What follows belongs to an exercise in optimizing a design on an open flow for small area; a production flow would make more cautious choices. For this run, only the layout was checked, not whether the RTL still works.

$ cat run.sh
#!/bin/bash
# synth_recipe.tcl (not shown) runs the flow's synth.tcl, then flattens the netlist and writes it again
# the make line also repeats each setting of config.mk as NAME=value (left out here)
make -C /OpenROAD-flow-scripts/flow DESIGN_CONFIG=/design/flow/config.mk WORK_HOME=/design/flow/orfs CLKGATE_MAP_FILE= SYNTH_SCRIPT=/design/flow/synth_recipe.tcl finish
$ cat config.mk
export PLATFORM = sky130hd
export DESIGN_NAME = rasterizer
export DESIGN_NICKNAME = rasterizer
export VERILOG_FILES = /design/flow/design.v
export SDC_FILE = /design/flow/constraint.sdc
export NUM_CORES = 4
export LEC_CHECK = 0
export CAP_MARGIN = 20
export CORE_MARGIN = 2
export CORE_UTILIZATION = 40
export SLEW_MARGIN = 20
$ cat constraint.sdc
create_clock -name core_clock -period 12.0 [get_ports {i_clk}]
set_input_delay 2.4000 -clock core_clock [delete_from_list [all_inputs] [get_ports {i_clk}]]
set_output_delay 2.4000 -clock core_clock [all_outputs]
set_load 0.01 [all_outputs]
$ cat design.v
module rasterizer_triangle_intersection_detector #(
  parameter VERT_RESOLUTION  = 60,
            HORIZ_RESOLUTION = 80  
) (
  input wire i_clk,
  input wire i_srst_n,
  input wire i_load_triangle,
  input wire [(2*$clog2(HORIZ_RESOLUTION))-1:0] i_current_point_x,
  input wire [(2*$clog2(VERT_RESOLUTION))-1:0]  i_current_point_y,
  input wire [$clog2(HORIZ_RESOLUTION)-1:0] i_triangle_point_0_x,
  input wire [$clog2(VERT_RESOLUTION)-1:0]  i_triangle_point_0_y,
  input wire [$clog2(HORIZ_RESOLUTION)-1:0] i_triangle_point_1_x,
  input wire [$clog2(VERT_RESOLUTION)-1:0]  i_triangle_point_1_y,
  input wire [$clog2(HORIZ_RESOLUTION)-1:0] i_triangle_point_2_x,
  input wire [$clog2(VERT_RESOLUTION)-1:0]  i_triangle_point_2_y,
  input wire signed [7:0] i_slack,
  output reg o_triangle_loaded,
  output reg o_point_inside_triangle
  );
  localparam COORD_WIDTH = (HORIZ_RESOLUTION > VERT_RESOLUTION) ?
((HORIZ_RESOLUTION <= 1) || (HORIZ_RESOLUTION > 16777216)) ? 0 : 
(HORIZ_RESOLUTION <= 2) ? 1 : 
(HORIZ_RESOLUTION <= 4) ? 2 : 
(HORIZ_RESOLUTION <= 8) ? 3 : 
(HORIZ_RESOLUTION <= 16) ? 4 : 
(HORIZ_RESOLUTION <= 32) ? 5 : 
(HORIZ_RESOLUTION <= 64) ? 6 : 
(HORIZ_RESOLUTION <= 128) ? 7 : 
(HORIZ_RESOLUTION <= 256) ? 8 : 
(HORIZ_RESOLUTION <= 512) ? 9 : 
(HORIZ_RESOLUTION <= 1024) ? 10 : 
(HORIZ_RESOLUTION <= 2048) ? 11 : 
(HORIZ_RESOLUTION <= 4096) ? 12 : 
(HORIZ_RESOLUTION <= 8192) ? 13 : 
(HORIZ_RESOLUTION <= 16384) ? 14 : 
(HORIZ_RESOLUTION <= 32768) ? 15 : 
(HORIZ_RESOLUTION <= 65536) ? 16 : 
(HORIZ_RESOLUTION <= 131072) ? 17 : 
(HORIZ_RESOLUTION <= 262144) ? 18 : 
(HORIZ_RESOLUTION <= 1048576) ? 20 : 
(HORIZ_RESOLUTION <= 2097152) ? 21 : 
(HORIZ_RESOLUTION <= 4194304) ? 22 : 
(HORIZ_RESOLUTION <= 8388608) ? 23 : 
(HORIZ_RESOLUTION <= 16777216) ? 24 : 0 : 
((VERT_RESOLUTION <= 1) || (VERT_RESOLUTION > 16777216)) ? 0 : 
(VERT_RESOLUTION <= 2) ? 1 : 
(VERT_RESOLUTION <= 4) ? 2 : 
(VERT_RESOLUTION <= 8) ? 3 : 
(VERT_RESOLUTION <= 16) ? 4 : 
(VERT_RESOLUTION <= 32) ? 5 : 
(VERT_RESOLUTION <= 64) ? 6 : 
(VERT_RESOLUTION <= 128) ? 7 : 
(VERT_RESOLUTION <= 256) ? 8 : 
(VERT_RESOLUTION <= 512) ? 9 : 
(VERT_RESOLUTION <= 1024) ? 10 : 
(VERT_RESOLUTION <= 2048) ? 11 : 
(VERT_RESOLUTION <= 4096) ? 12 : 
(VERT_RESOLUTION <= 8192) ? 13 : 
(VERT_RESOLUTION <= 16384) ? 14 : 
(VERT_RESOLUTION <= 32768) ? 15 : 
(VERT_RESOLUTION <= 65536) ? 16 : 
(VERT_RESOLUTION <= 131072) ? 17 : 
(VERT_RESOLUTION <= 262144) ? 18 : 
(VERT_RESOLUTION <= 1048576) ? 20 : 
(VERT_RESOLUTION <= 2097152) ? 21 : 
(VERT_RESOLUTION <= 4194304) ? 22 : 
(VERT_RESOLUTION <= 8388608) ? 23 : 
(VERT_RESOLUTION <= 16777216) ? 24 : 0;
  reg signed [COORD_WIDTH:0] triangle_point_0_x_register;
  reg signed [COORD_WIDTH:0]  triangle_point_0_y_register;
  reg signed [COORD_WIDTH:0] triangle_point_1_x_register;
  reg signed [COORD_WIDTH:0]  triangle_point_1_y_register;
  reg signed [COORD_WIDTH:0] triangle_point_2_x_register;
  reg signed [COORD_WIDTH:0]  triangle_point_2_y_register;
  reg [(2*$clog2(HORIZ_RESOLUTION))-1:0] current_point_x_register;
  reg [(2*$clog2(VERT_RESOLUTION))-1:0]  current_point_y_register;
  reg calculating_triangle_area;
  reg signed [COORD_WIDTH:0] cross_product_input_a [2:0];
  reg signed [COORD_WIDTH:0] cross_product_input_b [2:0];
  reg signed [COORD_WIDTH:0] cross_product_input_c [2:0];
  reg signed [COORD_WIDTH:0] cross_product_input_d [2:0];
  wire signed [(3*COORD_WIDTH)-1:0] cross_product [2:0];
  wire unsigned [(3*COORD_WIDTH):0] cross_product_absolute_value [2:0];
  wire unsigned [(3*COORD_WIDTH):0] triangle_area [2:0];
  reg unsigned [(4*COORD_WIDTH):0] triangle_areas_sum;
  reg unsigned [(3*COORD_WIDTH):0] principle_triangle_area;
  genvar i;
  generate
    for(i=0; i<=2; i=i+1) begin
      assign cross_product[i] =
        (cross_product_input_a[i] * cross_product_input_d[i]) -
        (cross_product_input_b[i] * cross_product_input_c[i]);
      assign cross_product_absolute_value[i] = (cross_product[i] < 0) ?
        -cross_product[i] : cross_product[i];
      assign triangle_area[i] = (cross_product_absolute_value[i])/2;
    end
  endgenerate
  localparam POINT_CALCULATION = 3'b001, LOADING_TRIANGLE_0 = 3'b010,
    LOADING_TRIANGLE_1 = 3'b100;
  reg [2:0] state;
  always @(posedge i_clk) begin
    if(i_srst_n == 1'b0) begin
      triangle_point_0_x_register <= 0;
      triangle_point_0_y_register <= 0;
      triangle_point_1_x_register <= 0;
      triangle_point_1_y_register <= 0;
      triangle_point_2_x_register <= 0;
      triangle_point_2_y_register <= 0;
      current_point_x_register <= 0;
      current_point_y_register <= 0;
      calculating_triangle_area <= 1'b0;
      triangle_areas_sum <= 0;
      principle_triangle_area <= 0;
      o_triangle_loaded <= 1'b0;
      state <= POINT_CALCULATION;
    end else begin
      principle_triangle_area <= principle_triangle_area;
      current_point_x_register <= i_current_point_x;
      current_point_y_register <= i_current_point_y;
      triangle_point_0_x_register <= i_triangle_point_0_x;
      triangle_point_0_y_register <= i_triangle_point_0_y;
      triangle_point_1_x_register <= i_triangle_point_1_x;
      triangle_point_1_y_register <= i_triangle_point_1_y;
      triangle_point_2_x_register <= i_triangle_point_2_x;
      triangle_point_2_y_register <= i_triangle_point_2_y;
      cross_product_input_a[0] <= (calculating_triangle_area) ?
        ($signed(triangle_point_1_x_register) - $signed(triangle_point_0_x_register)) :
        ($signed(triangle_point_1_x_register) - $signed(current_point_x_register));
      cross_product_input_b[0] <= (calculating_triangle_area) ?
        ($signed(triangle_point_1_y_register) - $signed(triangle_point_0_y_register)) :
        ($signed(triangle_point_1_y_register) - $signed(current_point_y_register));
      cross_product_input_c[0] <= (calculating_triangle_area) ?
        ($signed(triangle_point_2_x_register) - $signed(triangle_point_0_x_register)) :
        ($signed(triangle_point_2_x_register) - $signed(current_point_x_register));
      cross_product_input_d[0] <= (calculating_triangle_area) ?
        ($signed(triangle_point_2_y_register) - $signed(triangle_point_0_y_register)) :
        ($signed(triangle_point_2_y_register) - $signed(current_point_y_register));
      cross_product_input_a[1] <= 
        $signed(triangle_point_0_x_register) - $signed(current_point_x_register);
      cross_product_input_b[1] <= 
        $signed(triangle_point_0_y_register) - $signed(current_point_y_register);
      cross_product_input_c[1] <= 
        $signed(triangle_point_2_x_register) - $signed(current_point_x_register);
      cross_product_input_d[1] <= 
        $signed(triangle_point_2_y_register) - $signed(current_point_y_register);
      cross_product_input_a[2] <= 
        $signed(triangle_point_0_x_register) - $signed(current_point_x_register);
      cross_product_input_b[2] <= 
        $signed(triangle_point_0_y_register) - $signed(current_point_y_register);
      cross_product_input_c[2] <= 
        $signed(triangle_point_1_x_register) - $signed(current_point_x_register);
      cross_product_input_d[2] <= 
        $signed(triangle_point_1_y_register) - $signed(current_point_y_register);
      calculating_triangle_area <= 1'b0;
      triangle_areas_sum <= triangle_area[0]+triangle_area[1]+triangle_area[2];
      o_triangle_loaded <= 1'b0;
      case(state)
        POINT_CALCULATION : begin
          o_triangle_loaded       <= o_triangle_loaded;
          o_point_inside_triangle <= 1'b0;
          state <= POINT_CALCULATION;
          if(i_load_triangle) begin
            o_triangle_loaded         <= 1'b0;
            calculating_triangle_area <= 1'b1;
            state <= LOADING_TRIANGLE_0;
          end else if (o_triangle_loaded) begin
            if(triangle_areas_sum <= principle_triangle_area) begin
              o_point_inside_triangle <= 1'b1;
            end else begin
              o_point_inside_triangle <= 1'b0;
            end
          end
        end
        LOADING_TRIANGLE_0  : begin
          state <= LOADING_TRIANGLE_1;
        end
        LOADING_TRIANGLE_1  : begin
          principle_triangle_area <= triangle_area[0];
          o_triangle_loaded <= 1'b1;
          state <= POINT_CALCULATION;
        end
        default            : begin
          calculating_triangle_area <= 1'b0;
          o_triangle_loaded         <= 1'b0;
          state <= POINT_CALCULATION;
        end
      endcase
      if(i_load_triangle) begin
        triangle_point_0_x_register <= i_triangle_point_0_x;
        triangle_point_0_y_register <= i_triangle_point_0_y;
        triangle_point_1_x_register <= i_triangle_point_1_x;
        triangle_point_1_y_register <= i_triangle_point_1_y;
        triangle_point_2_x_register <= i_triangle_point_2_x;
        triangle_point_2_y_register <= i_triangle_point_2_y;
      end
    end
  end
endmodule
module rasterizer #(
  parameter VERT_RESOLUTION  = 60,
            HORIZ_RESOLUTION = 80  
) (
  input wire i_clk,
  input wire i_srst_n,
  input wire i_go,
  input wire [$clog2(HORIZ_RESOLUTION)-1:0] i_triangle_point_0_x,
  input wire [$clog2(VERT_RESOLUTION)-1:0]  i_triangle_point_0_y,
  input wire [$clog2(HORIZ_RESOLUTION)-1:0] i_triangle_point_1_x,
  input wire [$clog2(VERT_RESOLUTION)-1:0]  i_triangle_point_1_y,
  input wire [$clog2(HORIZ_RESOLUTION)-1:0] i_triangle_point_2_x,
  input wire [$clog2(VERT_RESOLUTION)-1:0]  i_triangle_point_2_y,
  input wire [3:0] i_triangle_color_red,
  input wire [3:0] i_triangle_color_green,
  input wire [3:0] i_triangle_color_blue,
  output reg [$clog2(VERT_RESOLUTION)-1:0]  o_vert_write_addr,
  output reg [$clog2(HORIZ_RESOLUTION)-1:0] o_horiz_write_addr,
  output reg [3:0] o_red,
  output reg [3:0] o_green,
  output reg [3:0] o_blue,
  output reg o_write_en,
  output reg o_done
  );
  reg go_register;
  reg [$clog2(HORIZ_RESOLUTION)-1:0] triangle_point_0_x_register;
  reg [$clog2(VERT_RESOLUTION)-1:0]  triangle_point_0_y_register;
  reg [$clog2(HORIZ_RESOLUTION)-1:0] triangle_point_1_x_register;
  reg [$clog2(VERT_RESOLUTION)-1:0]  triangle_point_1_y_register;
  reg [$clog2(HORIZ_RESOLUTION)-1:0] triangle_point_2_x_register;
  reg [$clog2(VERT_RESOLUTION)-1:0]  triangle_point_2_y_register;
  reg [$clog2(VERT_RESOLUTION)-1:0]  top_y;
  reg [$clog2(VERT_RESOLUTION)-1:0]  bottom_y;
  reg load_triangle;
  reg [$clog2(HORIZ_RESOLUTION)-1:0] horiz_target_addr;
  reg [$clog2(VERT_RESOLUTION)-1:0]  vert_target_addr;
  reg valid_target;
  wire triangle_loaded;
  wire point_inside_triangle;
  localparam DELAY_LENGTH = 4;
  reg [$clog2(HORIZ_RESOLUTION)-1:0] horiz_target_addr_delay [DELAY_LENGTH-1:0];
  reg [$clog2(VERT_RESOLUTION)-1:0]  vert_target_addr_delay  [DELAY_LENGTH-1:0];
  reg valid_target_delay [DELAY_LENGTH-1:0];
  localparam WAIT = 3'b001, LOAD_TRIANGLE = 3'b010, RASTERIZE = 3'b100; 
  reg [2:0] state;
  rasterizer_triangle_intersection_detector #(
    .VERT_RESOLUTION(VERT_RESOLUTION),
    .HORIZ_RESOLUTION(HORIZ_RESOLUTION)
  ) rtid (
    .i_clk(i_clk),
    .i_srst_n(i_srst_n),
    .i_load_triangle(load_triangle),
    .i_current_point_x(horiz_target_addr),
    .i_current_point_y(vert_target_addr),
    .i_triangle_point_0_x(triangle_point_0_x_register),
    .i_triangle_point_0_y(triangle_point_0_y_register),
    .i_triangle_point_1_x(triangle_point_1_x_register),
    .i_triangle_point_1_y(triangle_point_1_y_register),
    .i_triangle_point_2_x(triangle_point_2_x_register),
    .i_triangle_point_2_y(triangle_point_2_y_register),
    .i_slack(8'h00),  
    .o_triangle_loaded(triangle_loaded),
    .o_point_inside_triangle(point_inside_triangle)
  );
  integer i;
  generate
  always @(posedge i_clk) begin
    for(i=DELAY_LENGTH-1; i>0; i=i-1) begin
      vert_target_addr_delay[i]  <= vert_target_addr_delay[i-1];
      horiz_target_addr_delay[i] <= horiz_target_addr_delay[i-1];
      valid_target_delay[i]      <= valid_target_delay[i-1];
    end
    vert_target_addr_delay[0]  <= vert_target_addr;
    horiz_target_addr_delay[0] <= horiz_target_addr;
    valid_target_delay[0]      <= valid_target;
  end
  endgenerate
  always @(posedge i_clk) begin
    go_register <= i_go;
    o_vert_write_addr  <= vert_target_addr_delay[DELAY_LENGTH-1];
    o_horiz_write_addr <= horiz_target_addr_delay[DELAY_LENGTH-1];
    if(i_srst_n == 1'b0) begin
      load_triangle    <= 1'b0;
      vert_target_addr   <= 0;
      horiz_target_addr  <= 0;
      valid_target       <= 1'b0;
      state              <= WAIT;
      o_write_en         <= 1'b0;
      o_done             <= 1'b0;
    end else begin
      load_triangle    <= 1'b0;
      vert_target_addr   <= 0;
      horiz_target_addr  <= 0;
      valid_target       <= 1'b0;
      state              <= WAIT;
      o_write_en         <= 1'b0;
      o_done             <= 1'b0;
      triangle_point_0_x_register <= triangle_point_0_x_register;
      triangle_point_0_y_register <= triangle_point_0_y_register;
      triangle_point_1_x_register <= triangle_point_1_x_register;
      triangle_point_1_y_register <= triangle_point_1_y_register;
      triangle_point_2_x_register <= triangle_point_2_x_register;
      triangle_point_2_y_register <= triangle_point_2_y_register;
      case(state)
        WAIT          : begin
          o_vert_write_addr  <= 0;
          o_horiz_write_addr <= 0;
          o_done <= o_done;
          if(i_go) begin
            triangle_point_0_x_register <= i_triangle_point_0_x;
            triangle_point_0_y_register <= i_triangle_point_0_y;
            triangle_point_1_x_register <= i_triangle_point_1_x;
            triangle_point_1_y_register <= i_triangle_point_1_y;
            triangle_point_2_x_register <= i_triangle_point_2_x;
            triangle_point_2_y_register <= i_triangle_point_2_y;
          end
          if(go_register) begin
            state <= LOAD_TRIANGLE;
            load_triangle <= 1'b1;
          end else begin
            state <= WAIT;
            load_triangle <= 1'b0;
          end
        end
        LOAD_TRIANGLE : begin
          load_triangle <= 1'b0;
          if(triangle_loaded) begin
            vert_target_addr  <= 0;
            horiz_target_addr <= 0;
            valid_target <= 1'b1;
            state <= RASTERIZE;
          end else begin
            state <= LOAD_TRIANGLE;
          end
        end
        RASTERIZE     : begin
          valid_target <= 1'b1;
          state        <= RASTERIZE;
          o_write_en <= 1'b0;
          o_done     <= 1'b0;
          if(horiz_target_addr < HORIZ_RESOLUTION-1) begin
            horiz_target_addr <= horiz_target_addr + 1;
            vert_target_addr  <= vert_target_addr;
          end else begin
            horiz_target_addr <= 0;
            if(vert_target_addr < VERT_RESOLUTION-1) begin
              vert_target_addr <= vert_target_addr + 1;
            end else begin
              valid_target <= 1'b0;
              horiz_target_addr <= horiz_target_addr;
              vert_target_addr  <= vert_target_addr;
            end
          end
          if(valid_target_delay[DELAY_LENGTH-1]) begin
            o_write_en <= 1'b1;
            if(point_inside_triangle) begin
              o_red   <= i_triangle_color_red;
              o_green <= i_triangle_color_green;
              o_blue  <= i_triangle_color_blue;
            end else begin
              o_red   <= 4'h0;
              o_green <= 4'h0;
              o_blue  <= 4'h0;
            end
          end else begin
            o_write_en <= 1'b0;
          end
          if(o_vert_write_addr >= VERT_RESOLUTION-1) begin
            if(o_horiz_write_addr >= HORIZ_RESOLUTION-1) begin
              state <= WAIT;
              o_done <= 1'b1;
            end
          end
        end
        default       : begin
          state <= WAIT;
        end
      endcase
    end
  end
endmodule
==> run_results.csv <==
group,metric,value,unit
routing,dr.pass1.iters,5,
synth,synth-edff-count,127,
critical_path,reg2reg_to,"rtid.triangle_areas_sum[17]",
routing,antenna_left,0,
placed_design,portBuffers,80,
routing,drc,0,
global_routing,grt_pass1_vias,21100,
synth,synth_top_area_frac,0.267,
global_routing,grt.overflow.total,0,
synth,ys_ff_latch,318,
placed_design,hpwl,56500,um
final_layout,drive_gt1_frac,0.0442,
global_routing,grt_max_degree,69,
synth,synthSimpleGateAreaFrac,0.141,
critical_path,end_kind,"flip-flop",
sta,slew_viol_final,0,
global_routing,grt_pass1_wl,111000,um
synth,yosys_warnings,11,
routing,wl,67900,um
synth,avgSynthCellArea,10.1,sq um
sta,worstMarginPinSlew,0.951,ns
clock_tree,cts_hold_buf,0,
critical_path,crit_fanout,15,
critical_path,rrSetupSlack,1.49,ns
critical_path,crit_family,"adder cells",
critical_path,start_kind,"flip-flop",
global_routing,grt_use_total,0.178,
synth,synth_area_leaders,"fa_1, dfxtp_1, edfxtp_1",
final_layout,synthToLayoutAreaGrowth,10.7,%
synth,yosys.area.top_type,"fa_1",
synth,synthesis.area,30800,sq um
flow_run,max_cap_violations,0,
sta,setup_viol,0,
synth,synth_fa_ha_area_frac,0.390,
sta,skew,0.0257,ns
clock_tree,post_cts_buffers,0,
routing,dr_total_vias,19900,
critical_path,required,12.43,ns
synth,synth_top_family_by_area,"adder cells",
critical_path,slowest_delay,0.61,ns
critical_path,crit_top_cell,"fa_1",
critical_path,rr_worst_depth,40,
placed_design,gp_congestion,0.851,
clock_tree,clkSinkCount,318,
final_layout,multi_input_comb_area,20800,sq um
clock_tree,cts_tree,"yes",
synth,synthCells,3063,
final_layout,layout.nets,3930,
status,status,"complete, no violations",
floorplanning,coreArea,76100,sq um
synth,synth_cell_types,90,
sta,fin_crit_sh,0.876,
hold_path,holdCritStartpoint,"horiz_target_addr_delay[2][6]",
final_layout,fin_util,0.449,
sta,slew_headroom,0.360,
clock_tree,cts-htree-levels,2,
floorplanning,die_x,282,um
routing,routedWlPerCell,16.1,um
floorplanning,fp.dieH,282,um
clock_tree,root_buffer,"clkbuf_16",
final_layout,final_cell_mix,"inv_1, fa_1, ha_1",
critical_path,worstSetupPathType,"reg2reg",
synth,synth_compound_area_frac,0.0741,
clock_tree,numCtsBuffers,37,
hold_path,holdPathEnd,"horiz_target_addr_delay[3][6]",
critical_path,cp_slowest_cell,"fa_1",
synth,async_reset_ff_frac,0,
final_layout,seq_area,7640,sq um
floorplanning,ios,81,
synth,muxShareOfSynthArea,0.0120,
floorplanning,initial_utilization,0.405,
synth,seq_area_frac_synth,0.248,
sta,holdWs,0.320,ns
routing,drtIter0Drc,825,
sta,setup_tns,0,ns
critical_path,cp.arrival,10.94,ns
critical_path,crit_buf_inv,5,
clock_tree,cts_resized,0,
sta,fmax,95.1,MHz
final_layout,fillers,7367,
final_layout,antenna_cells,0,
final_layout,mostFrequentLayoutCell,"inv_1",
clock_tree,clk_pin_slew,0.06,ns
global_routing,antenna_found_initial,1,
clock_tree,insertion_delay,0.55,ns
sta,fin_crit,10.51,ns
synth,yosys.area_share.xor_xnor,0.0541,
sta,rsz0062_at_grt,"no",
placed_design,dp_slack,1.56,ns
floorplanning,rows,101,
clock_tree,clk_path_buf_depth,3,
sta,hold_viol_final,0,
hold_path,worstHoldPathCells,0,
critical_path,rr_startpoint,"rtid.cross_product_input_b[1][6]",
floorplanning,fp.dieArea,79300,sq um
synth,ys.flop_type,"dfxtp_1",
routing,viasPerCell,4.71,
sta,setup_slack,1.49,ns
hold_path,hold_path_class,"reg2reg",
[kinds of logic (layout without fill, tap and decap cells)]
logic type,count (synthesis),in the layout
other,1,17
and+or+nand+nor,818,818
adders and majority gates,714,714
muxes,34,34
xor gates and xnor gates,184,184
buffers and inverters,655,767
DFF,318,318
AOI/OAI and AO/OA,339,339
[how the worst max path moves through the flow]
stage | from | to | slack, ns | cells past startpoint
final | rtid.cross_product_input_b[1][6] | rtid.triangle_areas_sum[17] | 1.49 | 40
after global routing | rtid.cross_product_input_a[1][7] | rtid.triangle_areas_sum[17] | 0.53 | 40
after CTS | rtid.cross_product_input_b[1][6] | rtid.triangle_areas_sum[17] | 1.49 | 40
after detailed placement | rtid.cross_product_input_b[1][6] | rtid.triangle_areas_sum[17] | 1.56 | 40
after global placement | rtid.cross_product_input_b[1][6] | rtid.triangle_areas_sum[17] | 1.68 | 40
after floorplan | rtid.cross_product_input_b[1][6] | rtid.triangle_areas_sum[17] | 2.43 | 41
[sequential cells by signal, summed over array words and instances (netlist names), 7 cells and up]
signal,count
rtid.triangle_point_2_x_register,7
rtid.principle_triangle_area,21
o_horiz_write_addr,7
rtid.cross_product_input_c,24
triangle_point_2_x_register,7
rtid.cross_product_input_d,21
rtid.current_point_x_register,7
triangle_point_0_x_register,7
rtid.cross_product_input_b,14
rtid.triangle_point_1_x_register,7
vert_target_addr_delay,24
rtid.triangle_point_0_x_register,7
rtid.triangle_areas_sum,23
triangle_point_1_x_register,7
horiz_target_addr_delay,28
horiz_target_addr,7
rtid.cross_product_input_a,16
[final cells by class]
| cell class | count | share of cell area |
|---|---|---|
| inverter | 612 | 0.0673 |
| sequential | 318 | 0.224 |
| timing repair buffer | 87 | 0.0249 |
| clock buffer | 53 | 0.0325 |
| tap | 1030 | 0.0378 |
| multi-input combinational | 2106 | 0.609 |
| clock inverter | 15 | 0.00491 |
[Yosys cell counts, drive strengths merged, types with 3 or more instances]
library cell	number
dfxtp	191
a211o	5
a21o	56
nand4b	3
o21a	8
clkbuf	40
or3	9
o21bai	5
edfxtp	127
nand4	10
nand2b	43
nand3	19
buf	3
nor3	36
nor3b	6
o21ai	79
a211oi	20
o31a	3
o211ai	10
nor2b	64
mux2i	10
nand3b	8
ha	303
nor4	6
nand2	175
inv	610
xnor2	115
or2	8
and2	284
a21boi	11
mux2	24
a31oi	9
fa	411
o31ai	9
a21oi	95
nor2	125
xor2	67
o311ai	5
and3	12
or4	4
[per-layer routing]
layer / global-route usage / part of all wire / vias up
li1: - / - / 9864
met1: 0.240 / 0.47 / 9619
met2: 0.302 / 0.47 / 294
met3: 0.0247 / 0.037 / 86
met4: 0.0492 / 0.028 / 0
met5: 0 / 0 / -
[through the flow]
stage / instance area, sq um / cells
floorplan: 30900 / 3079
global placement: 32800 / 4153
detailed placement: 32800 / 4153
CTS: 34100 / 4221
global route: 34100 / 4221
finish: 34100 / 4221

[port drivers added, routing unchanged]
The results above use ideal ports. As a check the final layout listed here was re-extracted and re-timed, cells and wires unchanged.
Step 1, drivers: a clkbuf_16 drives i_clk and a buf_2 each remaining input, both assumed.
Step 2 times the ports against the registers' clock, not the clock port: input delays grow and output delays shrink by t, the midpoint of the rising clock arrivals with the driver on.
Three values: ideal, step 1, step 2; two values: the first two.
t, ns: 0.598
slack for setup (ns): 1.487 / 1.487 / 1.487
latest minus earliest clock arrival (ns): 0.026 / 0.026
worst slew at a driven data input, ns: 0.06
After both steps this run still meets setup and hold. The setup slack of this run moves by 0.000 ns with the drivers and by 0.000 ns with both steps.
